Source: an optimization exercise on an open RTL-to-GDS flow (aim: small area and a short achievable clock period). Production flows keep margins and buffers that such runs may drop.
RTL that was checked went through simulation tests only; none was proved equivalent to the original.
Only the layout flow was run in run 1; the RTL was not checked for function there.
Power is estimated from default activity; no workload was simulated.

===== design.v =====
`timescale 1ns / 1ps
module baud_generator (
    input wire clk,
    input wire rst_n,
    input wire [15:0] baud_cfg,
    output reg baud_tick
);
    reg [15:0] b;
    reg [15:0] c2;
    wire [17:0] m3;
    wire [16:0] mc;
    assign m3[0] = c2[0];
    assign m3[1] = c2[1] ^ c2[0];
    assign mc[1] = c2[1] & c2[0];
    assign m3[2] = c2[2] ^ c2[1] ^ mc[1];
    assign mc[2] = (c2[2] & c2[1]) | (c2[2] & mc[1]) | (c2[1] & mc[1]);
    assign m3[3] = c2[3] ^ c2[2] ^ mc[2];
    assign mc[3] = (c2[3] & c2[2]) | (c2[3] & mc[2]) | (c2[2] & mc[2]);
    assign m3[4] = c2[4] ^ c2[3] ^ mc[3];
    assign mc[4] = (c2[4] & c2[3]) | (c2[4] & mc[3]) | (c2[3] & mc[3]);
    assign m3[5] = c2[5] ^ c2[4] ^ mc[4];
    assign mc[5] = (c2[5] & c2[4]) | (c2[5] & mc[4]) | (c2[4] & mc[4]);
    assign m3[6] = c2[6] ^ c2[5] ^ mc[5];
    assign mc[6] = (c2[6] & c2[5]) | (c2[6] & mc[5]) | (c2[5] & mc[5]);
    assign m3[7] = c2[7] ^ c2[6] ^ mc[6];
    assign mc[7] = (c2[7] & c2[6]) | (c2[7] & mc[6]) | (c2[6] & mc[6]);
    assign m3[8] = c2[8] ^ c2[7] ^ mc[7];
    assign mc[8] = (c2[8] & c2[7]) | (c2[8] & mc[7]) | (c2[7] & mc[7]);
    assign m3[9] = c2[9] ^ c2[8] ^ mc[8];
    assign mc[9] = (c2[9] & c2[8]) | (c2[9] & mc[8]) | (c2[8] & mc[8]);
    assign m3[10] = c2[10] ^ c2[9] ^ mc[9];
    assign mc[10] = (c2[10] & c2[9]) | (c2[10] & mc[9]) | (c2[9] & mc[9]);
    assign m3[11] = c2[11] ^ c2[10] ^ mc[10];
    assign mc[11] = (c2[11] & c2[10]) | (c2[11] & mc[10]) | (c2[10] & mc[10]);
    assign m3[12] = c2[12] ^ c2[11] ^ mc[11];
    assign mc[12] = (c2[12] & c2[11]) | (c2[12] & mc[11]) | (c2[11] & mc[11]);
    assign m3[13] = c2[13] ^ c2[12] ^ mc[12];
    assign mc[13] = (c2[13] & c2[12]) | (c2[13] & mc[12]) | (c2[12] & mc[12]);
    assign m3[14] = c2[14] ^ c2[13] ^ mc[13];
    assign mc[14] = (c2[14] & c2[13]) | (c2[14] & mc[13]) | (c2[13] & mc[13]);
    assign m3[15] = c2[15] ^ c2[14] ^ mc[14];
    assign mc[15] = (c2[15] & c2[14]) | (c2[15] & mc[14]) | (c2[14] & mc[14]);
    assign m3[16] = c2[15] ^ mc[15];
    assign m3[17] = c2[15] & mc[15];
    localparam [31:0] KBT0 = 32'h0000a22a;
    localparam [31:0] KBT1 = 32'h00aa60c6;
    localparam [31:0] KBT2 = 32'h00ccba3e;
    localparam [31:0] KBT3 = 32'h00f0cffe;
    localparam [31:0] KBT4 = 32'h00000000;
    localparam [31:0] KBT5 = 32'h00fffffe;
    wire b_small = (b[15:6] == 10'd0) && !(b[5] && b[4]);    
    wire b_ge24 = b[5] || (b[4] && b[3]);
    wire [5:0] kb_tab = {KBT5[b[4:0]], KBT4[b[4:0]], KBT3[b[4:0]], KBT2[b[4:0]], KBT1[b[4:0]], KBT0[b[4:0]]};
    wire [5:0] kb = !b_small ? 6'd0 : b_ge24 ? b[5:0] : kb_tab;
    wire e1_0 = (b[1:0] == 2'd1);
    wire e2_0 = (b[1:0] == 2'd2);
    wire e3_0 = (b[1:0] == 2'd3);
    wire p0_0 = (e1_0 & c2[0]) | (e3_0 & m3[0]);
    wire p0_1 = (e1_0 & c2[1]) | (e2_0 & c2[0]) | (e3_0 & m3[1]);
    wire p0_2 = (e1_0 & c2[2]) | (e2_0 & c2[1]) | (e3_0 & m3[2]);
    wire p0_3 = (e1_0 & c2[3]) | (e2_0 & c2[2]) | (e3_0 & m3[3]);
    wire p0_4 = (e1_0 & c2[4]) | (e2_0 & c2[3]) | (e3_0 & m3[4]);
    wire p0_5 = (e1_0 & c2[5]) | (e2_0 & c2[4]) | (e3_0 & m3[5]);
    wire p0_6 = (e1_0 & c2[6]) | (e2_0 & c2[5]) | (e3_0 & m3[6]);
    wire p0_7 = (e1_0 & c2[7]) | (e2_0 & c2[6]) | (e3_0 & m3[7]);
    wire p0_8 = (e1_0 & c2[8]) | (e2_0 & c2[7]) | (e3_0 & m3[8]);
    wire p0_9 = (e1_0 & c2[9]) | (e2_0 & c2[8]) | (e3_0 & m3[9]);
    wire p0_10 = (e1_0 & c2[10]) | (e2_0 & c2[9]) | (e3_0 & m3[10]);
    wire p0_11 = (e1_0 & c2[11]) | (e2_0 & c2[10]) | (e3_0 & m3[11]);
    wire p0_12 = (e1_0 & c2[12]) | (e2_0 & c2[11]) | (e3_0 & m3[12]);
    wire p0_13 = (e1_0 & c2[13]) | (e2_0 & c2[12]) | (e3_0 & m3[13]);
    wire p0_14 = (e1_0 & c2[14]) | (e2_0 & c2[13]) | (e3_0 & m3[14]);
    wire p0_15 = (e1_0 & c2[15]) | (e2_0 & c2[14]) | (e3_0 & m3[15]);
    wire p0_16 = (e2_0 & c2[15]) | (e3_0 & m3[16]);
    wire p0_17 = (e3_0 & m3[17]);
    wire e1_1 = (b[3:2] == 2'd1);
    wire e2_1 = (b[3:2] == 2'd2);
    wire e3_1 = (b[3:2] == 2'd3);
    wire p1_0 = (e1_1 & c2[0]) | (e3_1 & m3[0]);
    wire p1_1 = (e1_1 & c2[1]) | (e2_1 & c2[0]) | (e3_1 & m3[1]);
    wire p1_2 = (e1_1 & c2[2]) | (e2_1 & c2[1]) | (e3_1 & m3[2]);
    wire p1_3 = (e1_1 & c2[3]) | (e2_1 & c2[2]) | (e3_1 & m3[3]);
    wire p1_4 = (e1_1 & c2[4]) | (e2_1 & c2[3]) | (e3_1 & m3[4]);
    wire p1_5 = (e1_1 & c2[5]) | (e2_1 & c2[4]) | (e3_1 & m3[5]);
    wire p1_6 = (e1_1 & c2[6]) | (e2_1 & c2[5]) | (e3_1 & m3[6]);
    wire p1_7 = (e1_1 & c2[7]) | (e2_1 & c2[6]) | (e3_1 & m3[7]);
    wire p1_8 = (e1_1 & c2[8]) | (e2_1 & c2[7]) | (e3_1 & m3[8]);
    wire p1_9 = (e1_1 & c2[9]) | (e2_1 & c2[8]) | (e3_1 & m3[9]);
    wire p1_10 = (e1_1 & c2[10]) | (e2_1 & c2[9]) | (e3_1 & m3[10]);
    wire p1_11 = (e1_1 & c2[11]) | (e2_1 & c2[10]) | (e3_1 & m3[11]);
    wire p1_12 = (e1_1 & c2[12]) | (e2_1 & c2[11]) | (e3_1 & m3[12]);
    wire p1_13 = (e1_1 & c2[13]) | (e2_1 & c2[12]) | (e3_1 & m3[13]);
    wire p1_14 = (e1_1 & c2[14]) | (e2_1 & c2[13]) | (e3_1 & m3[14]);
    wire p1_15 = (e1_1 & c2[15]) | (e2_1 & c2[14]) | (e3_1 & m3[15]);
    wire p1_16 = (e2_1 & c2[15]) | (e3_1 & m3[16]);
    wire p1_17 = (e3_1 & m3[17]);
    wire e1_2 = (b[5:4] == 2'd1);
    wire e2_2 = (b[5:4] == 2'd2);
    wire e3_2 = (b[5:4] == 2'd3);
    wire p2_0 = (e1_2 & c2[0]) | (e3_2 & m3[0]);
    wire p2_1 = (e1_2 & c2[1]) | (e2_2 & c2[0]) | (e3_2 & m3[1]);
    wire p2_2 = (e1_2 & c2[2]) | (e2_2 & c2[1]) | (e3_2 & m3[2]);
    wire p2_3 = (e1_2 & c2[3]) | (e2_2 & c2[2]) | (e3_2 & m3[3]);
    wire p2_4 = (e1_2 & c2[4]) | (e2_2 & c2[3]) | (e3_2 & m3[4]);
    wire p2_5 = (e1_2 & c2[5]) | (e2_2 & c2[4]) | (e3_2 & m3[5]);
    wire p2_6 = (e1_2 & c2[6]) | (e2_2 & c2[5]) | (e3_2 & m3[6]);
    wire p2_7 = (e1_2 & c2[7]) | (e2_2 & c2[6]) | (e3_2 & m3[7]);
    wire p2_8 = (e1_2 & c2[8]) | (e2_2 & c2[7]) | (e3_2 & m3[8]);
    wire p2_9 = (e1_2 & c2[9]) | (e2_2 & c2[8]) | (e3_2 & m3[9]);
    wire p2_10 = (e1_2 & c2[10]) | (e2_2 & c2[9]) | (e3_2 & m3[10]);
    wire p2_11 = (e1_2 & c2[11]) | (e2_2 & c2[10]) | (e3_2 & m3[11]);
    wire p2_12 = (e1_2 & c2[12]) | (e2_2 & c2[11]) | (e3_2 & m3[12]);
    wire p2_13 = (e1_2 & c2[13]) | (e2_2 & c2[12]) | (e3_2 & m3[13]);
    wire p2_14 = (e1_2 & c2[14]) | (e2_2 & c2[13]) | (e3_2 & m3[14]);
    wire p2_15 = (e1_2 & c2[15]) | (e2_2 & c2[14]) | (e3_2 & m3[15]);
    wire p2_16 = (e2_2 & c2[15]) | (e3_2 & m3[16]);
    wire p2_17 = (e3_2 & m3[17]);
    wire e1_3 = (b[7:6] == 2'd1);
    wire e2_3 = (b[7:6] == 2'd2);
    wire e3_3 = (b[7:6] == 2'd3);
    wire p3_0 = (e1_3 & c2[0]) | (e3_3 & m3[0]);
    wire p3_1 = (e1_3 & c2[1]) | (e2_3 & c2[0]) | (e3_3 & m3[1]);
    wire p3_2 = (e1_3 & c2[2]) | (e2_3 & c2[1]) | (e3_3 & m3[2]);
    wire p3_3 = (e1_3 & c2[3]) | (e2_3 & c2[2]) | (e3_3 & m3[3]);
    wire p3_4 = (e1_3 & c2[4]) | (e2_3 & c2[3]) | (e3_3 & m3[4]);
    wire p3_5 = (e1_3 & c2[5]) | (e2_3 & c2[4]) | (e3_3 & m3[5]);
    wire p3_6 = (e1_3 & c2[6]) | (e2_3 & c2[5]) | (e3_3 & m3[6]);
    wire p3_7 = (e1_3 & c2[7]) | (e2_3 & c2[6]) | (e3_3 & m3[7]);
    wire p3_8 = (e1_3 & c2[8]) | (e2_3 & c2[7]) | (e3_3 & m3[8]);
    wire p3_9 = (e1_3 & c2[9]) | (e2_3 & c2[8]) | (e3_3 & m3[9]);
    wire p3_10 = (e1_3 & c2[10]) | (e2_3 & c2[9]) | (e3_3 & m3[10]);
    wire p3_11 = (e1_3 & c2[11]) | (e2_3 & c2[10]) | (e3_3 & m3[11]);
    wire p3_12 = (e1_3 & c2[12]) | (e2_3 & c2[11]) | (e3_3 & m3[12]);
    wire p3_13 = (e1_3 & c2[13]) | (e2_3 & c2[12]) | (e3_3 & m3[13]);
    wire p3_14 = (e1_3 & c2[14]) | (e2_3 & c2[13]) | (e3_3 & m3[14]);
    wire p3_15 = (e1_3 & c2[15]) | (e2_3 & c2[14]) | (e3_3 & m3[15]);
    wire e1_4 = (b[9:8] == 2'd1);
    wire e2_4 = (b[9:8] == 2'd2);
    wire e3_4 = (b[9:8] == 2'd3);
    wire p4_0 = (e1_4 & c2[0]) | (e3_4 & m3[0]);
    wire p4_1 = (e1_4 & c2[1]) | (e2_4 & c2[0]) | (e3_4 & m3[1]);
    wire p4_2 = (e1_4 & c2[2]) | (e2_4 & c2[1]) | (e3_4 & m3[2]);
    wire p4_3 = (e1_4 & c2[3]) | (e2_4 & c2[2]) | (e3_4 & m3[3]);
    wire p4_4 = (e1_4 & c2[4]) | (e2_4 & c2[3]) | (e3_4 & m3[4]);
    wire p4_5 = (e1_4 & c2[5]) | (e2_4 & c2[4]) | (e3_4 & m3[5]);
    wire p4_6 = (e1_4 & c2[6]) | (e2_4 & c2[5]) | (e3_4 & m3[6]);
    wire p4_7 = (e1_4 & c2[7]) | (e2_4 & c2[6]) | (e3_4 & m3[7]);
    wire p4_8 = (e1_4 & c2[8]) | (e2_4 & c2[7]) | (e3_4 & m3[8]);
    wire p4_9 = (e1_4 & c2[9]) | (e2_4 & c2[8]) | (e3_4 & m3[9]);
    wire p4_10 = (e1_4 & c2[10]) | (e2_4 & c2[9]) | (e3_4 & m3[10]);
    wire p4_11 = (e1_4 & c2[11]) | (e2_4 & c2[10]) | (e3_4 & m3[11]);
    wire p4_12 = (e1_4 & c2[12]) | (e2_4 & c2[11]) | (e3_4 & m3[12]);
    wire p4_13 = (e1_4 & c2[13]) | (e2_4 & c2[12]) | (e3_4 & m3[13]);
    wire e1_5 = (b[11:10] == 2'd1);
    wire e2_5 = (b[11:10] == 2'd2);
    wire e3_5 = (b[11:10] == 2'd3);
    wire p5_0 = (e1_5 & c2[0]) | (e3_5 & m3[0]);
    wire p5_1 = (e1_5 & c2[1]) | (e2_5 & c2[0]) | (e3_5 & m3[1]);
    wire p5_2 = (e1_5 & c2[2]) | (e2_5 & c2[1]) | (e3_5 & m3[2]);
    wire p5_3 = (e1_5 & c2[3]) | (e2_5 & c2[2]) | (e3_5 & m3[3]);
    wire p5_4 = (e1_5 & c2[4]) | (e2_5 & c2[3]) | (e3_5 & m3[4]);
    wire p5_5 = (e1_5 & c2[5]) | (e2_5 & c2[4]) | (e3_5 & m3[5]);
    wire p5_6 = (e1_5 & c2[6]) | (e2_5 & c2[5]) | (e3_5 & m3[6]);
    wire p5_7 = (e1_5 & c2[7]) | (e2_5 & c2[6]) | (e3_5 & m3[7]);
    wire p5_8 = (e1_5 & c2[8]) | (e2_5 & c2[7]) | (e3_5 & m3[8]);
    wire p5_9 = (e1_5 & c2[9]) | (e2_5 & c2[8]) | (e3_5 & m3[9]);
    wire p5_10 = (e1_5 & c2[10]) | (e2_5 & c2[9]) | (e3_5 & m3[10]);
    wire p5_11 = (e1_5 & c2[11]) | (e2_5 & c2[10]) | (e3_5 & m3[11]);
    wire e1_6 = (b[13:12] == 2'd1);
    wire e2_6 = (b[13:12] == 2'd2);
    wire e3_6 = (b[13:12] == 2'd3);
    wire p6_0 = (e1_6 & c2[0]) | (e3_6 & m3[0]);
    wire p6_1 = (e1_6 & c2[1]) | (e2_6 & c2[0]) | (e3_6 & m3[1]);
    wire p6_2 = (e1_6 & c2[2]) | (e2_6 & c2[1]) | (e3_6 & m3[2]);
    wire p6_3 = (e1_6 & c2[3]) | (e2_6 & c2[2]) | (e3_6 & m3[3]);
    wire p6_4 = (e1_6 & c2[4]) | (e2_6 & c2[3]) | (e3_6 & m3[4]);
    wire p6_5 = (e1_6 & c2[5]) | (e2_6 & c2[4]) | (e3_6 & m3[5]);
    wire p6_6 = (e1_6 & c2[6]) | (e2_6 & c2[5]) | (e3_6 & m3[6]);
    wire p6_7 = (e1_6 & c2[7]) | (e2_6 & c2[6]) | (e3_6 & m3[7]);
    wire p6_8 = (e1_6 & c2[8]) | (e2_6 & c2[7]) | (e3_6 & m3[8]);
    wire p6_9 = (e1_6 & c2[9]) | (e2_6 & c2[8]) | (e3_6 & m3[9]);
    wire e1_7 = (b[15:14] == 2'd1);
    wire e2_7 = (b[15:14] == 2'd2);
    wire e3_7 = (b[15:14] == 2'd3);
    wire p7_0 = (e1_7 & c2[0]) | (e3_7 & m3[0]);
    wire p7_1 = (e1_7 & c2[1]) | (e2_7 & c2[0]) | (e3_7 & m3[1]);
    wire p7_2 = (e1_7 & c2[2]) | (e2_7 & c2[1]) | (e3_7 & m3[2]);
    wire p7_3 = (e1_7 & c2[3]) | (e2_7 & c2[2]) | (e3_7 & m3[3]);
    wire p7_4 = (e1_7 & c2[4]) | (e2_7 & c2[3]) | (e3_7 & m3[4]);
    wire p7_5 = (e1_7 & c2[5]) | (e2_7 & c2[4]) | (e3_7 & m3[5]);
    wire p7_6 = (e1_7 & c2[6]) | (e2_7 & c2[5]) | (e3_7 & m3[6]);
    wire p7_7 = (e1_7 & c2[7]) | (e2_7 & c2[6]) | (e3_7 & m3[7]);
    wire s1;
    wire k2;
    wire s3;
    wire k4;
    wire s5;
    wire k6;
    wire s7;
    wire k8;
    wire s9;
    wire k10;
    wire s11;
    wire k12;
    wire s13;
    wire k14;
    wire s15;
    wire k16;
    wire s17;
    wire k18;
    wire s19;
    wire k20;
    wire s21;
    wire k22;
    wire s23;
    wire k24;
    wire s25;
    wire k26;
    wire s27;
    wire k28;
    wire s29;
    wire k30;
    wire s31;
    wire k32;
    wire s33;
    wire k34;
    wire s35;
    wire k36;
    wire s37;
    wire k38;
    wire s39;
    wire k40;
    wire s41;
    wire k42;
    wire s43;
    wire k44;
    wire s45;
    wire k46;
    wire s47;
    wire k48;
    wire s49;
    wire k50;
    wire s51;
    wire k52;
    wire s53;
    wire k54;
    wire s55;
    wire k56;
    wire s57;
    wire k58;
    wire s59;
    wire k60;
    wire s61;
    wire k62;
    wire s63;
    wire k64;
    wire s65;
    wire k66;
    wire s67;
    wire k68;
    wire s69;
    wire k70;
    wire s71;
    wire k72;
    wire s73;
    wire k74;
    wire s75;
    wire k76;
    wire s77;
    wire k78;
    wire s79;
    wire k80;
    wire s81;
    wire k82;
    wire s83;
    wire k84;
    wire s85;
    wire k86;
    wire s87;
    wire k88;
    wire s89;
    wire k90;
    wire s91;
    wire k92;
    wire s93;
    wire k94;
    wire s95;
    wire k96;
    wire s97;
    wire k98;
    wire s99;
    wire k100;
    wire s101;
    wire k102;
    wire s103;
    wire k104;
    wire s105;
    wire k106;
    wire s107;
    wire k108;
    wire s109;
    wire k110;
    wire s111;
    wire k112;
    wire s113;
    wire k114;
    wire s115;
    wire k116;
    wire s117;
    wire k118;
    wire s119;
    wire k120;
    wire s121;
    wire k122;
    wire s123;
    wire k124;
    wire s125;
    wire k126;
    wire s127;
    wire k128;
    wire s129;
    wire k130;
    wire s131;
    wire k132;
    wire s133;
    wire k134;
    wire s135;
    wire k136;
    wire s137;
    wire k138;
    wire s139;
    wire k140;
    wire s141;
    wire k142;
    wire s143;
    wire k144;
    wire s145;
    wire k146;
    wire s147;
    wire k148;
    wire s149;
    wire k150;
    wire s151;
    wire k152;
    wire s153;
    wire k154;
    wire s155;
    wire k156;
    wire s157;
    wire k158;
    wire s159;
    wire k160;
    wire s161;
    wire k162;
    wire s163;
    wire k164;
    wire s165;
    wire k166;
    wire s167;
    wire k168;
    wire s169;
    wire k170;
    wire s171;
    wire k172;
    wire s173;
    wire k174;
    wire s175;
    wire k176;
    wire s177;
    wire k178;
    wire r179;
    wire r180;
    wire r181;
    wire r182;
    wire r183;
    wire r184;
    wire r185;
    wire r186;
    wire r187;
    wire r188;
    wire r189;
    wire r190;
    wire r191;
    wire r192;
    wire r193;
    wire r194;
    wire r195;
    wire r196;
    wire r197;
    wire r198;
    wire r199;
    wire r200;
    assign s1 = p0_12 ^ p1_10 ^ p2_8;
    assign k2 = (p0_12 & p1_10) | (p0_12 & p2_8) | (p1_10 & p2_8);
    assign s3 = p0_13 ^ p1_11 ^ p2_9;
    assign k4 = (p0_13 & p1_11) | (p0_13 & p2_9) | (p1_11 & p2_9);
    assign s5 = p0_14 ^ p1_12 ^ p2_10;
    assign k6 = (p0_14 & p1_12) | (p0_14 & p2_10) | (p1_12 & p2_10);
    assign s7 = p3_8 ^ p4_6 ^ p5_4;
    assign k8 = (p3_8 & p4_6) | (p3_8 & p5_4) | (p4_6 & p5_4);
    assign s9 = p0_15 ^ p1_13 ^ p2_11;
    assign k10 = (p0_15 & p1_13) | (p0_15 & p2_11) | (p1_13 & p2_11);
    assign s11 = p3_9 ^ p4_7 ^ p5_5;
    assign k12 = (p3_9 & p4_7) | (p3_9 & p5_5) | (p4_7 & p5_5);
    assign s13 = p0_16 ^ p1_14 ^ p2_12;
    assign k14 = (p0_16 & p1_14) | (p0_16 & p2_12) | (p1_14 & p2_12);
    assign s15 = p3_10 ^ p4_8 ^ p5_6;
    assign k16 = (p3_10 & p4_8) | (p3_10 & p5_6) | (p4_8 & p5_6);
    assign s17 = p6_4 ^ p7_2;
    assign k18 = p6_4 & p7_2;
    assign s19 = p0_17 ^ p1_15 ^ p2_13;
    assign k20 = (p0_17 & p1_15) | (p0_17 & p2_13) | (p1_15 & p2_13);
    assign s21 = p3_11 ^ p4_9 ^ p5_7;
    assign k22 = (p3_11 & p4_9) | (p3_11 & p5_7) | (p4_9 & p5_7);
    assign s23 = p6_5 ^ p7_3 ^ kb[1];
    assign k24 = (p6_5 & p7_3) | (p6_5 & kb[1]) | (p7_3 & kb[1]);
    assign s25 = p1_16 ^ p2_14 ^ p3_12;
    assign k26 = (p1_16 & p2_14) | (p1_16 & p3_12) | (p2_14 & p3_12);
    assign s27 = p4_10 ^ p5_8 ^ p6_6;
    assign k28 = (p4_10 & p5_8) | (p4_10 & p6_6) | (p5_8 & p6_6);
    assign s29 = p7_4 ^ kb[2];
    assign k30 = p7_4 & kb[2];
    assign s31 = p1_17 ^ p2_15 ^ p3_13;
    assign k32 = (p1_17 & p2_15) | (p1_17 & p3_13) | (p2_15 & p3_13);
    assign s33 = p4_11 ^ p5_9 ^ p6_7;
    assign k34 = (p4_11 & p5_9) | (p4_11 & p6_7) | (p5_9 & p6_7);
    assign s35 = p7_5 ^ kb[3];
    assign k36 = p7_5 & kb[3];
    assign s37 = p2_16 ^ p3_14 ^ p4_12;
    assign k38 = (p2_16 & p3_14) | (p2_16 & p4_12) | (p3_14 & p4_12);
    assign s39 = p5_10 ^ p6_8 ^ p7_6;
    assign k40 = (p5_10 & p6_8) | (p5_10 & p7_6) | (p6_8 & p7_6);
    assign s43 = p2_17 ^ p3_15 ^ p4_13;
    assign k44 = (p2_17 & p3_15) | (p2_17 & p4_13) | (p3_15 & p4_13);
    assign s45 = p5_11 ^ p6_9 ^ p7_7;
    assign k46 = (p5_11 & p6_9) | (p5_11 & p7_7) | (p6_9 & p7_7);
    assign s47 = p0_6 ^ p1_4;
    assign k48 = p0_6 & p1_4;
    assign s49 = p0_7 ^ p1_5 ^ p2_3;
    assign k50 = (p0_7 & p1_5) | (p0_7 & p2_3) | (p1_5 & p2_3);
    assign s51 = p0_8 ^ p1_6 ^ p2_4;
    assign k52 = (p0_8 & p1_6) | (p0_8 & p2_4) | (p1_6 & p2_4);
    assign s53 = p0_9 ^ p1_7 ^ p2_5;
    assign k54 = (p0_9 & p1_7) | (p0_9 & p2_5) | (p1_7 & p2_5);
    assign s55 = p0_10 ^ p1_8 ^ p2_6;
    assign k56 = (p0_10 & p1_8) | (p0_10 & p2_6) | (p1_8 & p2_6);
    assign s57 = p3_4 ^ p4_2;
    assign k58 = p3_4 & p4_2;
    assign s59 = p0_11 ^ p1_9 ^ p2_7;
    assign k60 = (p0_11 & p1_9) | (p0_11 & p2_7) | (p1_9 & p2_7);
    assign s61 = p3_5 ^ p4_3 ^ p5_1;
    assign k62 = (p3_5 & p4_3) | (p3_5 & p5_1) | (p4_3 & p5_1);
    assign s63 = s1 ^ p3_6 ^ p4_4;
    assign k64 = (s1 & p3_6) | (s1 & p4_4) | (p3_6 & p4_4);
    assign s65 = p5_2 ^ p6_0 ^ 1'b1;
    assign k66 = (p5_2 & p6_0) | (p5_2 & 1'b1) | (p6_0 & 1'b1);
    assign s67 = s3 ^ p3_7 ^ p4_5;
    assign k68 = (s3 & p3_7) | (s3 & p4_5) | (p3_7 & p4_5);
    assign s69 = p5_3 ^ p6_1 ^ k2;
    assign k70 = (p5_3 & p6_1) | (p5_3 & k2) | (p6_1 & k2);
    assign s71 = s5 ^ s7 ^ p6_2;
    assign k72 = (s5 & s7) | (s5 & p6_2) | (s7 & p6_2);
    assign s73 = p7_0 ^ 1'b1 ^ k4;
    assign k74 = (p7_0 & 1'b1) | (p7_0 & k4) | (1'b1 & k4);
    assign s75 = s9 ^ s11 ^ p6_3;
    assign k76 = (s9 & s11) | (s9 & p6_3) | (s11 & p6_3);
    assign s77 = p7_1 ^ k6 ^ k8;
    assign k78 = (p7_1 & k6) | (p7_1 & k8) | (k6 & k8);
    assign s79 = s13 ^ s15 ^ s17;
    assign k80 = (s13 & s15) | (s13 & s17) | (s15 & s17);
    assign s81 = kb[0] ^ k10 ^ k12;
    assign k82 = (kb[0] & k10) | (kb[0] & k12) | (k10 & k12);
    assign s83 = s19 ^ s21 ^ s23;
    assign k84 = (s19 & s21) | (s19 & s23) | (s21 & s23);
    assign s85 = k14 ^ k16 ^ k18;
    assign k86 = (k14 & k16) | (k14 & k18) | (k16 & k18);
    assign s87 = s25 ^ s27 ^ s29;
    assign k88 = (s25 & s27) | (s25 & s29) | (s27 & s29);
    assign s89 = k20 ^ k22 ^ k24;
    assign k90 = (k20 & k22) | (k20 & k24) | (k22 & k24);
    assign s91 = s31 ^ s33 ^ s35;
    assign k92 = (s31 & s33) | (s31 & s35) | (s33 & s35);
    assign s93 = k26 ^ k28 ^ k30;
    assign k94 = (k26 & k28) | (k26 & k30) | (k28 & k30);
    assign s95 = s37 ^ s39 ^ ~kb[4];
    assign k96 = (s37 & s39) | (s37 & ~kb[4]) | (s39 & ~kb[4]);
    assign s97 = k32 ^ k34 ^ k36;
    assign k98 = (k32 & k34) | (k32 & k36) | (k34 & k36);
    assign s99 = s43 ^ s45 ^ kb[5];
    assign k100 = (s43 & s45) | (s43 & kb[5]) | (s45 & kb[5]);
    assign s101 = k38 ^ k40 ^ kb[4];
    assign k102 = (k38 & k40) | (k38 & kb[4]) | (k40 & kb[4]);
    assign s103 = p0_4 ^ p1_2;
    assign k104 = p0_4 & p1_2;
    assign s105 = p0_5 ^ p1_3 ^ p2_1;
    assign k106 = (p0_5 & p1_3) | (p0_5 & p2_1) | (p1_3 & p2_1);
    assign s107 = s47 ^ p2_2 ^ p3_0;
    assign k108 = (s47 & p2_2) | (s47 & p3_0) | (p2_2 & p3_0);
    assign s109 = s49 ^ p3_1 ^ 1'b1;
    assign k110 = (s49 & p3_1) | (s49 & 1'b1) | (p3_1 & 1'b1);
    assign s111 = s51 ^ p3_2 ^ p4_0;
    assign k112 = (s51 & p3_2) | (s51 & p4_0) | (p3_2 & p4_0);
    assign s113 = s53 ^ p3_3 ^ p4_1;
    assign k114 = (s53 & p3_3) | (s53 & p4_1) | (p3_3 & p4_1);
    assign s115 = s55 ^ s57 ^ p5_0;
    assign k116 = (s55 & s57) | (s55 & p5_0) | (s57 & p5_0);
    assign s117 = s59 ^ s61 ^ k56;
    assign k118 = (s59 & s61) | (s59 & k56) | (s61 & k56);
    assign s119 = s63 ^ s65 ^ k60;
    assign k120 = (s63 & s65) | (s63 & k60) | (s65 & k60);
    assign s121 = s67 ^ s69 ^ k64;
    assign k122 = (s67 & s69) | (s67 & k64) | (s69 & k64);
    assign s123 = s71 ^ s73 ^ k68;
    assign k124 = (s71 & s73) | (s71 & k68) | (s73 & k68);
    assign s125 = s75 ^ s77 ^ k72;
    assign k126 = (s75 & s77) | (s75 & k72) | (s77 & k72);
    assign s127 = s79 ^ s81 ^ k76;
    assign k128 = (s79 & s81) | (s79 & k76) | (s81 & k76);
    assign s129 = s83 ^ s85 ^ k80;
    assign k130 = (s83 & s85) | (s83 & k80) | (s85 & k80);
    assign s131 = s87 ^ s89 ^ k84;
    assign k132 = (s87 & s89) | (s87 & k84) | (s89 & k84);
    assign s133 = s91 ^ s93 ^ k88;
    assign k134 = (s91 & s93) | (s91 & k88) | (s93 & k88);
    assign s135 = s95 ^ s97 ^ k92;
    assign k136 = (s95 & s97) | (s95 & k92) | (s97 & k92);
    assign s137 = s99 ^ s101 ^ k96;
    assign k138 = (s99 & s101) | (s99 & k96) | (s101 & k96);
    assign s139 = p0_2 ^ p1_0;
    assign k140 = p0_2 & p1_0;
    assign s141 = p0_3 ^ p1_1;
    assign k142 = p0_3 & p1_1;
    assign s143 = s103 ^ p2_0 ^ 1'b1;
    assign k144 = (s103 & p2_0) | (s103 & 1'b1) | (p2_0 & 1'b1);
    assign s145 = s105 ^ 1'b1 ^ k104;
    assign k146 = (s105 & 1'b1) | (s105 & k104) | (1'b1 & k104);
    assign s147 = s107 ^ 1'b1 ^ k106;
    assign k148 = (s107 & 1'b1) | (s107 & k106) | (1'b1 & k106);
    assign s149 = s109 ^ k48 ^ k108;
    assign k150 = (s109 & k48) | (s109 & k108) | (k48 & k108);
    assign s151 = s111 ^ k50 ^ k110;
    assign k152 = (s111 & k50) | (s111 & k110) | (k50 & k110);
    assign s153 = s113 ^ k52 ^ k112;
    assign k154 = (s113 & k52) | (s113 & k112) | (k52 & k112);
    assign s155 = s115 ^ k54 ^ k114;
    assign k156 = (s115 & k54) | (s115 & k114) | (k54 & k114);
    assign s157 = s117 ^ k58 ^ k116;
    assign k158 = (s117 & k58) | (s117 & k116) | (k58 & k116);
    assign s159 = s119 ^ k62 ^ k118;
    assign k160 = (s119 & k62) | (s119 & k118) | (k62 & k118);
    assign s161 = s121 ^ k66 ^ k120;
    assign k162 = (s121 & k66) | (s121 & k120) | (k66 & k120);
    assign s163 = s123 ^ k70 ^ k122;
    assign k164 = (s123 & k70) | (s123 & k122) | (k70 & k122);
    assign s165 = s125 ^ k74 ^ k124;
    assign k166 = (s125 & k74) | (s125 & k124) | (k74 & k124);
    assign s167 = s127 ^ k78 ^ k126;
    assign k168 = (s127 & k78) | (s127 & k126) | (k78 & k126);
    assign s169 = s129 ^ k82 ^ k128;
    assign k170 = (s129 & k82) | (s129 & k128) | (k82 & k128);
    assign s171 = s131 ^ k86 ^ k130;
    assign k172 = (s131 & k86) | (s131 & k130) | (k86 & k130);
    assign s173 = s133 ^ k90 ^ k132;
    assign k174 = (s133 & k90) | (s133 & k132) | (k90 & k132);
    assign s175 = s135 ^ k94 ^ k134;
    assign k176 = (s135 & k94) | (s135 & k134) | (k94 & k134);
    assign s177 = s137 ^ k98 ^ k136;
    assign k178 = (s137 & k98) | (s137 & k136) | (k98 & k136);
    assign r179 = p0_0 & 1'b1;
    assign r180 = (p0_1 & 1'b1) | (p0_1 & r179) | (1'b1 & r179);
    assign r181 = (s139 & 1'b1) | (s139 & r180) | (1'b1 & r180);
    assign r182 = (s141 & k140) | (s141 & r181) | (k140 & r181);
    assign r183 = (s143 & k142) | (s143 & r182) | (k142 & r182);
    assign r184 = (s145 & k144) | (s145 & r183) | (k144 & r183);
    assign r185 = (s147 & k146) | (s147 & r184) | (k146 & r184);
    assign r186 = (s149 & k148) | (s149 & r185) | (k148 & r185);
    assign r187 = (s151 & k150) | (s151 & r186) | (k150 & r186);
    assign r188 = (s153 & k152) | (s153 & r187) | (k152 & r187);
    assign r189 = (s155 & k154) | (s155 & r188) | (k154 & r188);
    assign r190 = (s157 & k156) | (s157 & r189) | (k156 & r189);
    assign r191 = (s159 & k158) | (s159 & r190) | (k158 & r190);
    assign r192 = (s161 & k160) | (s161 & r191) | (k160 & r191);
    assign r193 = (s163 & k162) | (s163 & r192) | (k162 & r192);
    assign r194 = (s165 & k164) | (s165 & r193) | (k164 & r193);
    assign r195 = (s167 & k166) | (s167 & r194) | (k166 & r194);
    assign r196 = (s169 & k168) | (s169 & r195) | (k168 & r195);
    assign r197 = (s171 & k170) | (s171 & r196) | (k170 & r196);
    assign r198 = (s173 & k172) | (s173 & r197) | (k172 & r197);
    assign r199 = (s175 & k174) | (s175 & r198) | (k174 & r198);
    assign r200 = (s177 & k176) | (s177 & r199) | (k176 & r199);
    wire gt = r200;
    wire hi = ((e2_3 & c2[15]) | (e3_3 & m3[16])) | ((e3_3 & m3[17])) | ((e1_4 & c2[14]) | (e2_4 & c2[13]) | (e3_4 & m3[14])) | ((e1_4 & c2[15]) | (e2_4 & c2[14]) | (e3_4 & m3[15])) | ((e2_4 & c2[15]) | (e3_4 & m3[16])) | ((e3_4 & m3[17])) | ((e1_5 & c2[12]) | (e2_5 & c2[11]) | (e3_5 & m3[12])) | ((e1_5 & c2[13]) | (e2_5 & c2[12]) | (e3_5 & m3[13])) | ((e1_5 & c2[14]) | (e2_5 & c2[13]) | (e3_5 & m3[14])) | ((e1_5 & c2[15]) | (e2_5 & c2[14]) | (e3_5 & m3[15])) | ((e2_5 & c2[15]) | (e3_5 & m3[16])) | ((e3_5 & m3[17])) | ((e1_6 & c2[10]) | (e2_6 & c2[9]) | (e3_6 & m3[10])) | ((e1_6 & c2[11]) | (e2_6 & c2[10]) | (e3_6 & m3[11])) | ((e1_6 & c2[12]) | (e2_6 & c2[11]) | (e3_6 & m3[12])) | ((e1_6 & c2[13]) | (e2_6 & c2[12]) | (e3_6 & m3[13])) | ((e1_6 & c2[14]) | (e2_6 & c2[13]) | (e3_6 & m3[14])) | ((e1_6 & c2[15]) | (e2_6 & c2[14]) | (e3_6 & m3[15])) | ((e2_6 & c2[15]) | (e3_6 & m3[16])) | ((e3_6 & m3[17])) | ((e1_7 & c2[8]) | (e2_7 & c2[7]) | (e3_7 & m3[8])) | ((e1_7 & c2[9]) | (e2_7 & c2[8]) | (e3_7 & m3[9])) | ((e1_7 & c2[10]) | (e2_7 & c2[9]) | (e3_7 & m3[10])) | ((e1_7 & c2[11]) | (e2_7 & c2[10]) | (e3_7 & m3[11])) | ((e1_7 & c2[12]) | (e2_7 & c2[11]) | (e3_7 & m3[12])) | ((e1_7 & c2[13]) | (e2_7 & c2[12]) | (e3_7 & m3[13])) | ((e1_7 & c2[14]) | (e2_7 & c2[13]) | (e3_7 & m3[14])) | ((e1_7 & c2[15]) | (e2_7 & c2[14]) | (e3_7 & m3[15])) | ((e2_7 & c2[15]) | (e3_7 & m3[16])) | ((e3_7 & m3[17])) | k44 | k46 | k100 | k102 | k138 | k178;
    wire cond = hi | gt;
    wire [16:0] c2_t;
    wire [15:0] c2_inc;
    assign c2_t[0] = 1'b1;
    genvar gi;
    generate for (gi = 0; gi < 16; gi = gi + 1) begin : g_inc
        assign c2_inc[gi] = c2[gi] ^ c2_t[gi];
        assign c2_t[gi + 1] = c2[gi] & c2_t[gi];
    end endgenerate
    always @(posedge clk) b <= (baud_cfg == 16'd0) ? 16'd9600 : baud_cfg;
    always @(posedge clk) begin
        if (!rst_n) begin
            c2 <= 16'd2;
            baud_tick <= 1'b0;
        end else begin
            baud_tick <= cond;
            c2 <= cond ? 16'd2 : c2_inc;
        end
    end
endmodule
`timescale 1ns / 1ps
module uart_tx (
    input wire clk,
    input wire rst_n,
    input wire tx_start,
    input wire [7:0] tx_data,
    input wire baud_tick,
    output reg tx,
    output reg tx_busy,
    output reg tx_done
);
    localparam [3:0] IDLE = 4'd6, START = 4'd7, STOP = 4'd0;
    reg [3:0] state;
    reg [7:0] data;            
    wire idle = (state == IDLE);
    wire stop = (state == STOP);
    wire [3:0] state_inc = {state[3] ^ (state[2] & state[1] & state[0]),
                            state[2] ^ (state[1] & state[0]),
                            state[1] ^ state[0],
                            ~state[0]};
    always @(posedge clk)
        if (idle && tx_start) data <= tx_data;
    always @(posedge clk) begin
        if (!rst_n) begin
            state   <= IDLE;
            tx      <= 1'b1;
            tx_busy <= 1'b0;
            tx_done <= 1'b0;
        end else begin
            tx_busy <= !idle || tx_start;
            tx_done <= stop && baud_tick;
            tx      <= state[3] ? data[state[2:0]] : (state != START);
            if (idle) begin
                if (tx_start) state <= START;
            end else if (baud_tick) begin
                state <= stop ? IDLE : state_inc;
            end
        end
    end
endmodule
`timescale 1ns / 1ps
module uart_rx (
    input wire clk,
    input wire rst_n,
    input wire rx,
    input wire baud_tick,
    output reg [7:0] rx_data,
    output reg rx_valid,
    output reg frame_error,
    output wire parity_error,
    output reg overrun_error
);
    localparam [3:0] IDLE = 4'd6, START = 4'd7, STOP = 4'd0;
    assign parity_error = 1'b0;
    reg rx_sync1, rx_sync2;
    reg [2:0] rx_filter;
    reg rx_filtered;
    reg [3:0] div16;           
    reg [3:0] sample_count;    
    reg [3:0] state;
    reg [6:0] shift_lo;        
    reg shift_hi;
    wire baud_pulse = baud_tick && (div16 == 4'd0);
    wire mid = baud_tick && (sample_count == 4'd7);
    wire idle = (state == IDLE);
    wire stop = (state == STOP);
    wire data_st = state[3];
    function [3:0] inc4;
        input [3:0] x;
        inc4 = {x[3] ^ (x[2] & x[1] & x[0]), x[2] ^ (x[1] & x[0]), x[1] ^ x[0], ~x[0]};
    endfunction
    always @(posedge clk or negedge rst_n)
        if (!rst_n)
            rx_data <= 8'd0;
        else if (stop && baud_pulse)
            rx_data <= {shift_hi, shift_lo};
    always @(posedge clk) begin
        rx_sync1 <= rx;
        rx_sync2 <= rx_sync1;
        if (baud_tick)
            sample_count <= idle ? 4'd0 : inc4(sample_count);
        if (data_st && mid)
            shift_lo <= {shift_hi, shift_lo[6:1]};
    end
    always @(posedge clk) begin
        if (!rst_n) begin
            rx_filter     <= 3'b111;
            rx_filtered   <= 1'b1;
            div16         <= 4'd0;
            state         <= IDLE;
            shift_hi      <= 1'b0;
            rx_valid      <= 1'b0;
            frame_error   <= 1'b0;
            overrun_error <= 1'b0;
        end else begin
            if (baud_tick) begin
                div16       <= inc4(div16);
                rx_filter   <= {rx_filter[1:0], rx_sync2};
                rx_filtered <= (rx_filter[2] & rx_filter[1]) |
                               (rx_filter[2] & rx_filter[0]) |
                               (rx_filter[1] & rx_filter[0]);
            end
            if (data_st && mid)
                shift_hi <= rx_filtered;
            rx_valid <= stop && baud_pulse;
            if (stop && baud_pulse) begin
                overrun_error <= 1'b0;
            end else if (rx_valid) begin
                overrun_error <= 1'b1;
            end
            if (idle)
                frame_error <= 1'b0;
            else if (stop && mid && !rx_filtered)
                frame_error <= 1'b1;
            case (state)
                IDLE:    if (baud_tick && !rx_filtered) state <= START;
                START:   if (mid) state <= rx_filtered ? IDLE : 4'd8;
                STOP:    if (baud_pulse) state <= IDLE;
                default: if (baud_pulse) state <= inc4(state);    
            endcase
        end
    end
endmodule
`timescale 1ns / 1ps
module uart_protocol_checker (
    input wire clk,
    input wire rst_n,
    input wire rx_valid,
    input wire [7:0] rx_data,
    input wire frame_error,
    input wire overrun_error,
    output reg [7:0] frame_error_count,
    output wire [7:0] parity_error_count,
    output reg [7:0] overrun_error_count,
    output reg [7:0] break_count,
    output reg break_detected,
    output reg [15:0] bytes_received,
    output reg [15:0] packets_received,
    input wire clear_stats
);
    assign parity_error_count = 8'd0;
    function [7:0] inc8;
        input [7:0] x;
        input en;
        integer i;
        reg c;
        begin
            c = en;
            for (i = 0; i < 8; i = i + 1) begin
                inc8[i] = x[i] ^ c;
                c = c & x[i];
            end
        end
    endfunction
    function [15:0] inc16;
        input [15:0] x;
        input en;
        integer i;
        reg c;
        begin
            c = en;
            for (i = 0; i < 16; i = i + 1) begin
                inc16[i] = x[i] ^ c;
                c = c & x[i];
            end
        end
    endfunction
    reg [3:0] zeros;
    reg [1:0] idle_count;      
    reg prev_rx_valid, prev_frame_error, prev_overrun_error;
    wire zero_frame = (rx_data == 8'd0) && frame_error;
    wire ff_frame = (rx_data == 8'hFF);
    always @(posedge clk) begin
        if (!rst_n) begin
            zeros          <= 4'd0;
            break_detected <= 1'b0;
        end else begin
            break_detected <= rx_valid && zero_frame && (zeros == 4'd9);
            if (rx_valid) begin
                if (!zero_frame)
                    zeros <= 4'd0;
                else if (zeros != 4'd10)
                    zeros <= {zeros[3] ^ (zeros[2] & zeros[1] & zeros[0]),
                              zeros[2] ^ (zeros[1] & zeros[0]),
                              zeros[1] ^ zeros[0],
                              ~zeros[0]};
            end
        end
    end
    wire pkt_inc = rx_valid && !ff_frame && (idle_count == 2'd3);
    always @(posedge clk) begin
        if (!rst_n) begin
            idle_count          <= 2'd0;
            packets_received    <= 16'd0;
            frame_error_count   <= 8'd0;
            overrun_error_count <= 8'd0;
            break_count         <= 8'd0;
            bytes_received      <= 16'd0;
            prev_rx_valid       <= 1'b0;
            prev_frame_error    <= 1'b0;
            prev_overrun_error  <= 1'b0;
        end else if (clear_stats) begin
            packets_received    <= 16'd0;
            frame_error_count   <= 8'd0;
            overrun_error_count <= 8'd0;
            break_count         <= 8'd0;
            bytes_received      <= 16'd0;
        end else begin
            if (rx_valid) begin
                if (ff_frame)
                    idle_count <= {idle_count[1] | idle_count[0], idle_count[1] | ~idle_count[0]};
                else
                    idle_count <= 2'd0;
            end
            packets_received    <= inc16(packets_received, pkt_inc);
            bytes_received      <= inc16(bytes_received, rx_valid && !prev_rx_valid);
            frame_error_count   <= inc8(frame_error_count, frame_error && !prev_frame_error);
            overrun_error_count <= inc8(overrun_error_count, overrun_error && !prev_overrun_error);
            break_count         <= inc8(break_count, break_detected);
            prev_rx_valid      <= rx_valid;
            prev_frame_error   <= frame_error;
            prev_overrun_error <= overrun_error;
        end
    end
endmodule
`timescale 1ns / 1ps
module uart_top #(
    parameter CLOCK_FREQ = 50000000,
    parameter DEFAULT_BAUD = 9600,
    parameter DATA_WIDTH = 8,
    parameter STOP_BITS = 1,
    parameter PARITY_EN = 0,
    parameter OVERSAMPLING = 16
) (
    input wire clk,
    input wire rst_n,
    input wire rx,
    output wire tx,
    input wire tx_start,
    input wire [DATA_WIDTH-1:0] tx_data,
    output wire tx_busy,
    output wire tx_done,
    output wire [DATA_WIDTH-1:0] rx_data,
    output wire rx_valid,
    input wire [15:0] baud_cfg,
    output wire frame_error,
    output wire parity_error,
    output wire overrun_error,
    output wire break_detected,
    output wire [7:0] frame_error_count,
    output wire [7:0] parity_error_count,
    output wire [7:0] overrun_error_count,
    output wire [7:0] break_count,
    output wire [15:0] bytes_received,
    output wire [15:0] packets_received,
    input wire clear_stats
);
    wire baud_tick;
    baud_generator baud_gen (
        .clk(clk),
        .rst_n(rst_n),
        .baud_cfg(baud_cfg),
        .baud_tick(baud_tick)
    );
    uart_tx uart_transmitter (
        .clk(clk),
        .rst_n(rst_n),
        .tx_start(tx_start),
        .tx_data(tx_data),
        .baud_tick(baud_tick),
        .tx(tx),
        .tx_busy(tx_busy),
        .tx_done(tx_done)
    );
    uart_rx uart_receiver (
        .clk(clk),
        .rst_n(rst_n),
        .rx(rx),
        .baud_tick(baud_tick),
        .rx_data(rx_data),
        .rx_valid(rx_valid),
        .frame_error(frame_error),
        .parity_error(parity_error),
        .overrun_error(overrun_error)
    );
    uart_protocol_checker protocol_checker (
        .clk(clk),
        .rst_n(rst_n),
        .rx_valid(rx_valid),
        .rx_data(rx_data),
        .frame_error(frame_error),
        .overrun_error(overrun_error),
        .frame_error_count(frame_error_count),
        .parity_error_count(parity_error_count),
        .overrun_error_count(overrun_error_count),
        .break_count(break_count),
        .break_detected(break_detected),
        .bytes_received(bytes_received),
        .packets_received(packets_received),
        .clear_stats(clear_stats)
    );
endmodule

===== flow/run.sh =====
#!/bin/bash
# Own flow: the standard flow (standard.sh: unchanged synthesis and steps) with
#  - the port buffers that buffer_ports inserts chosen as the smallest buffer, and
#  - clock tree synthesis without dummy loads.
# make's full output goes to standard.log; ORFS keeps each step's log under orfs/logs.
export BUFFER_PORTS_ARGS="-buffer_cell sky130_fd_sc_hd__buf_1"
export CTS_ARGS="-sink_clustering_enable -repair_clock_nets -buf_list sky130_fd_sc_hd__clkbuf_8 -sink_clustering_size 30 -sink_clustering_max_diameter 100 -dont_use_dummy_load"
bash standard.sh > standard.log 2>&1

===== standard.sh =====
#!/bin/bash
# synth_recipe.tcl (not shown) runs the flow's synth.tcl, then flattens the netlist and writes it again
# the make line also repeats each setting of config.mk as NAME=value (left out here)
make -C /OpenROAD-flow-scripts/flow DESIGN_CONFIG=/design/flow/config.mk WORK_HOME=/design/flow/orfs CLKGATE_MAP_FILE= SYNTH_SCRIPT=/design/flow/synth_recipe.tcl "${@:-finish}"

===== config.mk =====
export PLATFORM = sky130hd
export DESIGN_NAME = uart_top
export DESIGN_NICKNAME = uart_top
export VERILOG_FILES = /design/flow/design.v
export SDC_FILE = /design/flow/constraint.sdc
export NUM_CORES = 8
export LEC_CHECK = 0
export ABC_AREA = 1
export CAP_MARGIN = 20
export CORE_MARGIN = 2
export CORE_UTILIZATION = 40
export CTS_BUF_LIST = sky130_fd_sc_hd__clkbuf_8
export CTS_CLUSTER_DIAMETER = 100
export CTS_CLUSTER_SIZE = 30
export SLEW_MARGIN = 20

===== constraint.sdc =====
create_clock -name core_clock -period 72.0 [get_ports {clk}]
set_input_delay 14.4000 -clock core_clock [delete_from_list [all_inputs] [get_ports {clk}]]
set_output_delay 14.4000 -clock core_clock [all_outputs]
set_load 0.01 [all_outputs]

==> results of run 1 <==
-- power breakdown --
part           internal (µW)  switching [µW]  total [µW]
sequential              88.0            2.85        90.8
combinational           13.7            26.8        40.5
clock                   20.8            27.0        47.8
total                    122            56.6         179
-- Yosys cell counts, types with 2 or more instances --
library cell and instances:
sky130_fd_sc_hd__nor3_1 12, sky130_fd_sc_hd__a21oi_1 53, sky130_fd_sc_hd__a22oi_1 5, sky130_fd_sc_hd__buf_1 4, sky130_fd_sc_hd__nor2_2 11, sky130_fd_sc_hd__o221ai_1 78, sky130_fd_sc_hd__buf_4 9, sky130_fd_sc_hd__ha_1 99
sky130_fd_sc_hd__nor3b_1 3, sky130_fd_sc_hd__a221oi_1 7, sky130_fd_sc_hd__o211ai_1 5, sky130_fd_sc_hd__edfxtp_1 19, sky130_fd_sc_hd__xor2_1 4, sky130_fd_sc_hd__o2111ai_1 2, sky130_fd_sc_hd__buf_6 2, sky130_fd_sc_hd__dfrtp_1 8
sky130_fd_sc_hd__nand3_1 27, sky130_fd_sc_hd__clkbuf_2 2, sky130_fd_sc_hd__clkbuf_1 57, sky130_fd_sc_hd__nor4_1 7, sky130_fd_sc_hd__xnor2_1 6, sky130_fd_sc_hd__a2111oi_0 4, sky130_fd_sc_hd__a211oi_1 4, sky130_fd_sc_hd__or2_2 3
sky130_fd_sc_hd__inv_1 236, sky130_fd_sc_hd__nand4_1 9, sky130_fd_sc_hd__inv_2 2, sky130_fd_sc_hd__a31oi_1 5, sky130_fd_sc_hd__clkinv_1 10, sky130_fd_sc_hd__fa_1 87, sky130_fd_sc_hd__o21ai_0 29, sky130_fd_sc_hd__nor2_1 116
sky130_fd_sc_hd__dfxtp_1 124, sky130_fd_sc_hd__o22ai_1 28, sky130_fd_sc_hd__nand2_1 194
-- per-stage QoR --
step	std cells	hold WS (ps)	setup WS [ps]
finish	1668	327	56570
global placement	1650	313	56170
floorplan	1288	310	56560
global route	1668	335	56410
CTS	1667	330	56520
detailed placement	1650	313	56100
-- layer usage --
metal | GRT usage | vias up | routed length, µm
met3 | 0.0472 | 52 | 2600
met1 | 0.279 | 4158 | 11900
li1 | - | 4291 | -
met5 | 0 | - | 12
met4 | 0.0484 | 2 | 533
met2 | 0.327 | 421 | 13000
-- logic make-up (layout without fill, tap and decap cells) --
logic type,Yosys count,in the layout,share of synthesized area
adders and majority gates,186,186,0.278
xor gates and xnor gates,10,10,0.00816
AOI/OAI and AO/OA,223,223,0.144
buffers and inverters,323,368,0.118
and+or+nand+nor,386,386,0.150
other,1,9,0.000349
DFF,151,151,0.303
-- worst max-delay path by stage --
stage / from / to
after floorplan: tx_start / uart_transmitter.state[2]
after global placement: rst_n / protocol_checker.packets_received[15]
after detailed placement: rst_n / protocol_checker.packets_received[7]
after CTS: uart_receiver.rx_valid / rx_valid
after global routing: rst_n / protocol_checker.break_count[0]
final: uart_receiver.rx_data[4] / rx_data[4]
-- registers in the layout, indices dropped and copies added (netlist names), 7 cells and up --
signal,count
baud_gen.b,16
baud_gen.c2,16
protocol_checker.break_count,8
protocol_checker.bytes_received,16
protocol_checker.frame_error_count,8
protocol_checker.overrun_error_count,8
protocol_checker.packets_received,16
uart_receiver.rx_data,8
uart_receiver.shift_lo,7
uart_transmitter.data,8
-- cell type report --
class,count,share of cell area
multi-input combinational,814,0.544
clock buffer,17,0.0204
tap,335,0.0365
inverter,248,0.0810
timing repair buffer,103,0.0349
sequential,151,0.283
==> summary.txt, run 1 <==
Outcome
The run finished with no timing, DRC or antenna violations.

Detailed routing
The number of iterations in the first detailed-routing pass is 7. The remaining design rule violation count is 0. The number of vias per cell after detailed routing is 5.35. The detail route stage leaves a number of antenna-violating nets equal to 0. Dividing the detail-routed wire length by the instance count gives 16.8 µm.

The number of design-rule violations left by the first detailed-router iteration is 763. The total via count after detailed routing is 8,924. Summed over all layers, the routed wires come to ~28 mm.

STA
The final count of hold timing violations is 0. The post-route fraction of the period consumed by the critical path is 0.214. The post-route minimum period is 15,430 ps. The clock skew after layout is between 40 and 50 ps. Setup repair after global routing left no endpoint under its margin. The number of pins exceeding their max-slew limit in the final report is 0. The highest clock rate is 64.8 MHz.

The slew of the pin with the lowest slew margin is 999 ps. In this run the tightest slew margin relative to its limit is 0.317. The setup TNS is 0 ps. Setup violations remaining at the end of the flow were counted as 0.

Global routing
The pin count of the biggest net entering global routing is 57. The via count of the first global-routing pass is 8,488. The aggregate global-route resource usage is 0.203. The initial antenna violation count is 1. The total overflow left after global routing is 0.

The first global-routing pass estimated 45.5 mm of wire.

Logic synthesis
The cell count after synthesis came out at 1,280. The unique cell type count in the Yosys netlist is 44. The number of flip-flops and latches in the synthesized netlist is 151. For this run, the leading register cell type out of synthesis is sky130_fd_sc_hd__dfxtp_1.

The share of synthesized area in the top cell type comes to 0.231. The fraction of registers with async set or reset after synthesis is 0.0530. The mapped netlist covers 10,700 µm².

In this run, synthesis inferred 19 flip-flops with an integrated enable. The sequential fraction of the synthesis area is 0.303. The yosys synthesis warning count is 4. By area the synthesized netlist is led by sky130_fd_sc_hd__dfxtp_1 (23%), sky130_fd_sc_hd__fa_1 (16%), sky130_fd_sc_hd__ha_1 (12%). The largest area contributor in the netlist is sky130_fd_sc_hd__dfxtp_1.

The average cell area after synthesis is 8.39 µm².

Worst setup path
The worst register-to-register path begins at baud_gen.c2[0]. The critical path goes through buf_1. The sum of buffers and inverters on the critical path is 1. For the worst setup path, the data required time is 57,600 ps. Broken down by cell family, the worst path's largest delay share belongs to flip-flops. The maximum fanout encountered on the critical timing path is 4. The type of element launching the critical path is a flop. The critical setup path kind is flop to output pin. On the worst path, the slowest cell contributes a delay of a little over 400 ps. The depth of the critical timing path with buffers and inverters included is 1. The endpoint of the lowest-slack register-to-register path is baud_gen.c2[12]. The cell type of the slowest stage on the worst timing path is sky130_fd_sc_hd__dfrtp_1. The arrival time at the worst endpoint is slightly above 1000 ps.

The cell count of the worst reg-to-reg path is 30. Setup slack on the worst reg-to-reg path comes out at 60,460 ps. STA classifies the critical path endpoint as an output pin.

Clock tree
TritonCTS built the clock tree. In this run, post-CTS repair resized a total of 0 instances. The number of clock sinks seen by CTS is 151.

In this run, post-CTS hold repair placed 0 buffers. Counting the buffers created by CTS gives 17. The H-tree generated during clock tree synthesis spans 4 levels. The insertion delay to the later sink of the worst-skew pair is 440 ps. After clock tree synthesis, the setup repair step added 0 buffers. The buffer levels on the longest clock path is 2.

Clock-pin slew was measured on the worst setup and hold paths at 90 ps. The tree is rooted in a sky130_fd_sc_hd__clkbuf_8.

Run
The max-capacitance violation count is 0.

Pwr
For this design the ratio of total power to cell area is 15.6 nW/µm². The overall power is 179 µW. The worst supply voltage drop on vdd is between 0.00001 and 0.000015 V.

In this run the static leakage power is 0.00511 µW.

Cells and area
The number of diodes added for antenna fixing is 0. The layout overhead on the synthesized area is 7.06%. The share of the core filled with cells is 0.439. The commonest non-fill, non-tap cell in the layout is sky130_fd_sc_hd__inv_1. Summing all non-filler instances in the final layout gives an area of 11,500 µm². The total number of nets in the final design is 1,550. Leaving out fill and tap cells, the most frequent cells in the layout are sky130_fd_sc_hd__inv_1 (236), sky130_fd_sc_hd__nand2_1 (193), sky130_fd_sc_hd__dfxtp_1 (124), sky130_fd_sc_hd__nor2_1 (114).

In the final layout, the multi-input gates occupy approximately 6300 µm². The sequential cell area in the final layout is 3250 µm². The fraction of final layout cells with drive strength greater than 1 is 0.0315. The count of fill cells added during filler insertion is around 2,600.

Floorplan
The number of top-level pins is roughly 110. For this configuration, the core starts out at a cell density of 0.410. The chip width is 168 µm. The total die area is 28,200 µm². The total area inside the core boundary comes to 26,200 µm². The initialized floorplan defines 59 standard-cell rows. The die is around 170 µm tall.

Hold path
The path class of the tightest hold or removal check is flop to flop. The path with the worst hold slack has its endpoint at uart_receiver.rx_sync2. The worst hold path passes through 0 cells. The startpoint of the lowest-slack hold path is uart_receiver.rx_sync1.

Place
Detailed placement ended at an HPWL of 21.8 mm. The instance area after placement is 11,200 µm². The routability congestion estimate is slightly below 1. The number of port buffers is 99.
==> run 2: changes to the inputs <==
--- a/design.v
+++ b/design.v
@@ -681,11 +681,6 @@
         input [3:0] x;
         inc4 = {x[3] ^ (x[2] & x[1] & x[0]), x[2] ^ (x[1] & x[0]), x[1] ^ x[0], ~x[0]};
     endfunction
-    always @(posedge clk or negedge rst_n)
-        if (!rst_n)
-            rx_data <= 8'd0;
-        else if (stop && baud_pulse)
-            rx_data <= {shift_hi, shift_lo};
     always @(posedge clk) begin
         rx_sync1 <= rx;
         rx_sync2 <= rx_sync1;
@@ -701,6 +696,7 @@
             div16         <= 4'd0;
             state         <= IDLE;
             shift_hi      <= 1'b0;
+            rx_data       <= 8'd0;
             rx_valid      <= 1'b0;
             frame_error   <= 1'b0;
             overrun_error <= 1'b0;
@@ -716,6 +712,7 @@
                 shift_hi <= rx_filtered;
             rx_valid <= stop && baud_pulse;
             if (stop && baud_pulse) begin
+                rx_data       <= {shift_hi, shift_lo};
                 overrun_error <= 1'b0;
             end else if (rx_valid) begin
                 overrun_error <= 1'b1;
==> flow/run.sh (replaced) <==
#!/bin/bash
# Own flow: the standard flow (standard.sh: unchanged synthesis and steps) with
#  - the port buffers that buffer_ports inserts chosen as the smallest buffer,
#  - clock tree synthesis without dummy loads, and
#  - the single tie-low cell from synthesis kept (it drives the constant outputs'
#    port buffers) instead of one tie cell per load.
# make's full output goes to standard.log; ORFS keeps each step's log under orfs/logs.
export BUFFER_PORTS_ARGS="-buffer_cell sky130_fd_sc_hd__buf_1"
export CTS_ARGS="-sink_clustering_enable -repair_clock_nets -buf_list sky130_fd_sc_hd__clkbuf_8 -sink_clustering_size 30 -sink_clustering_max_diameter 100 -dont_use_dummy_load"
export SKIP_REPAIR_TIE_FANOUT=1
bash standard.sh > standard.log 2>&1
==> run 2 against run 1 <==
Non-clock buffer count rose by 1. Die area fell by 0.26%. Final cell count fell by 0.24%. Highest routed layer is now met4. Flip-flop and latch count did not move. Via count fell by 0.46%. Worst setup slack got worse by 4.7 ps. Still clean on timing, DRC and antenna. Clock-buffer cell count did not move. Power fell by 5.4%. Sequential power fell by 2%. Fmax barely moved. Design area fell by 0.36%. Worst hold slack improved by 7.8 ps.
==> summary.txt, run 2 <==
Outcome
The flow ran to the end and the layout has no timing, DRC or antenna violations.

STA
The final count of hold timing violations is 0. Setup violations remaining at the end of the flow were counted as 0. The setup TNS is 0 ps.

The number of pins exceeding their max-slew limit in the final report was 0. The worst pin sits at a relative slew slack of 0.263. The post-route fraction of the period consumed by the critical path is 0.214. The worst hold margin is 334 ps. The post-route minimum period is 15,430 ps. The highest clock rate is 64.8 MHz.

Setup repair after global routing left no endpoint under its margin. For the pin with the worst max-slew slack, the measured transition is 1100 ps. Between clock sinks in the finished design, the worst skew comes to 55.3 ps.

Detailed routing
The total via count after detailed routing is 8,883. The number of iterations in the first detailed-routing pass is 6. Using the TritonRoute via totals, the vias-per-cell ratio works out to 5.34. The remaining design rule violation count is 0. The detail route stage leaves a number of antenna-violating nets equal to 0. After the first detailed-routing iteration, the DRC count stood at 865.

The detailed-route wire length per cell is 17.1 µm. Wires add up to ~28 mm.

Worst setup path
Data arrives at the worst endpoint at about 1000 ps. The maximum fanout encountered on the critical timing path is 5. STA puts the critical path data required time at roughly 58,000 ps. The type of element launching the critical path is a flop.

The worst reg-to-reg setup slack is around 61,000 ps. The sum of buffers and inverters on the critical path is 1. The critical path capture point type is an output pin. The critical setup path kind is flop to output pin. The critical path's largest stage delay is roughly 420 ps. The cell type of the slowest stage on the worst timing path is sky130_fd_sc_hd__dfxtp_1. In this design, the largest share of critical-path delay is due to flip-flops.

Walking the worst path, the cells encountered are buf_1.

Place
The number of placed cells counting well taps is about 1,600. During placement, the flow inserted port buffers numbering 99. The congestion estimate from routability-driven global placement came to 0.960.

The total half-perimeter wirelength after legalization and detailed placement is 22.2 mm.

Clock tree
After clock tree synthesis, the repair step resized 0 gates. The number of clock sinks seen by CTS is roughly 150. In this run the number of H-tree levels came out at 4.

TritonCTS built the clock tree. Buffers inserted to repair hold after CTS numbered 0. Clock latency on the worst-skew pair, taken at its later pin, is 460 ps.

The number of clock buffers inserted by TritonCTS is 17. The number of setup buffers added after CTS is 0. Clock-pin slew was measured on the worst setup and hold paths at 80 ps. The tree is rooted in a sky130_fd_sc_hd__clkbuf_8.

The clock passes through at most 2 buffers.

Pwr
The leakage power total is between 0.005 and 0.006 µW. For this design the ratio of total power to cell area is 14.8 nW/µm². The worst supply voltage drop on vdd is 0.0000111 V.

Global routing
Global routing finished with a remaining overflow of 0. The pin count of the biggest net entering global routing is 57. The via count of the first global-routing pass is 8,459.

The global-route wire length before repair is 45.5 mm. The initial antenna violation count came to 0. The aggregate global-route resource usage is 0.206.

Logic synthesis
The number of flip-flops and latches in the synthesized netlist is 151. The post-synthesis cell area is 10,700 µm². Of the post-synthesis cell area, the dominant cell type holds 0.247.

The gate count of the mapped netlist is 1,281. By count the netlist is led by sky130_fd_sc_hd__inv_1 (246), sky130_fd_sc_hd__nand2_1 (179), sky130_fd_sc_hd__dfxtp_1 (132). The number of flops mapped to enable cells by yosys is 19.

For this run, the register share of the synthesized area comes to 0.300. The unique cell type count in the Yosys netlist is 44. The dominant synthesized flop cell is sky130_fd_sc_hd__dfxtp_1. Summed over all instances, the cell type with the most area after synthesis is sky130_fd_sc_hd__dfxtp_1.

The yosys synthesis warning count is 4. By area the synthesized netlist is led by sky130_fd_sc_hd__dfxtp_1 (25%), sky130_fd_sc_hd__fa_1 (16%), sky130_fd_sc_hd__ha_1 (12%). The fraction of registers with async set or reset after synthesis is 0. The average instance in the mapped netlist occupies between 8 and 9 µm². The most numerous cell in the Yosys netlist is sky130_fd_sc_hd__inv_1.

Floorplan
The chip width is approximately 170 µm. After floorplanning, the core was sized to cover roughly 26,000 µm². The floorplan step defined a die boundary enclosing 28,100 µm². The number of top-level pins is 109. In this run the core area contains 59 standard-cell rows. The initial utilization of the core area, before any placement, comes to 0.409. The die height is 168 µm.

Cells and area
The commonest non-fill, non-tap cell in the layout is sky130_fd_sc_hd__inv_1. The filler cells instantiated in the layout total approximately 2,600. The total number of nets in the final design is 1,546.

Of the cells placed in the final design, the portion with a size suffix greater than 1 is 0.0331. For this run, the share of the core covered by cells in the final layout is 0.437. Registers take 3210 µm².

The layout overhead on the synthesized area is 6.96%. Leaving out fill and tap cells, the most frequent cells in the layout are sky130_fd_sc_hd__inv_1 (246), sky130_fd_sc_hd__nand2_1 (178), sky130_fd_sc_hd__dfxtp_1 (132), sky130_fd_sc_hd__nor2_1 (117). The combined area of the multi-input logic cells is approximately 6200 µm². Excluding fillers, the count of instances in the completed layout stands at 1,664. The repair_antennas step left the layout with diodes totalling 0.

Hold path
The worst hold path belongs to the class flop to flop.

Run
The max-capacitance violation count is 0.
==> run 2: changes by cell type after synthesis, sizes merged, moves of 4 or more <==
cell   delta
nand2    -12
inv       +9
dfrtp     -8
dfxtp     +8
nor4      +4
==> run 2: final timing paths <==
path | cells past startpoint | startpoint | to
setup reg to reg | 30 | baud_gen.c2[0] | baud_gen.c2[2]
hold reg to reg | 0 | uart_receiver.rx_sync1 | uart_receiver.rx_sync2
setup / recovery | 1 | uart_receiver.rx_valid | rx_valid
hold / removal | 0 | uart_receiver.rx_sync1 | uart_receiver.rx_sync2
==> run 2: area by class of cell <==
type | instances | share of cell area
Multi-Input combinational cell | 803 | 0.544
Sequential cell | 151 | 0.281
Inverter | 254 | 0.0832
Tap cell | 335 | 0.0366
Clock buffer | 17 | 0.0204
Timing Repair Buffer | 104 | 0.0357
==> run 2: kinds of logic after synthesis <==
group / count (synthesis) / share of synthesized area
fa+ha+maj: 186 / 0.278
buf+inv: 327 / 0.120
other cells: 1 / 0.000350
xor+xnor: 9 / 0.00736
simple gates: 380 / 0.150
compound gates: 227 / 0.145
flops: 151 / 0.300
==> run 2: metrics by stage <==
| step | setup WS [ps] | instance area [µm²] | power (µW) |
|---|---|---|---|
| floorplan | 56560 | 10700 | 115 |
| global placement | 56200 | 11200 | 123 |
| detailed placement | 56120 | 11200 | 124 |
| CTS | 56540 | 11400 | 171 |
| global route | 56390 | 11500 | 180 |
| finish | 56570 | 11500 | 169 |
==> run 2: report_power, final <==
group	internal [µW]	switching (µW)	leakage, µW
logic	10.9	22.3	0.00369
registers	87.0	2.13	0.00123
clock network	20.8	26.3	0.000122
total	119	50.7	0.00504
==> run 2: routing by layer <==
layer  up-vias  share of wire  track usage
met5         -              0            0
met1      4147           0.44        0.281
met3        44          0.096       0.0596
li1       4280              -            -
met2       412           0.44        0.318
met4         0          0.017       0.0575

## port drivers added, routing unchanged
Ports are ideal in the flow. The routed layouts listed here were re-timed in OpenROAD. Step 1 assumes that a clkbuf_16 drives the clock port and a buf_2 every other input. Step 2 also shifts input and output timing later by t, the mid clock arrival at the registers, as if the neighbouring blocks saw the same clock. Slacks: no drivers / after step 1 / after step 2; pairs: no drivers / after step 1.
run	t, ns	setup WS [ns]	worst hold slack (ns)	worst setup path after step 2	worst register clock-pin slew, ns
run 1	0.463	56.574 / 56.535 / 56.144	0.327 / 0.327 / 0.327	input to register	0.11 / 0.11
run 2	0.469	56.570 / 56.529 / 56.146	0.334 / 0.334 / 0.334	input to register	0.11 / 0.11
After both steps setup and hold are still met in every run listed. For run 1, which loses most, drivers alone change the setup slack by -0.039 ns; drivers and shift together by -0.430 ns.
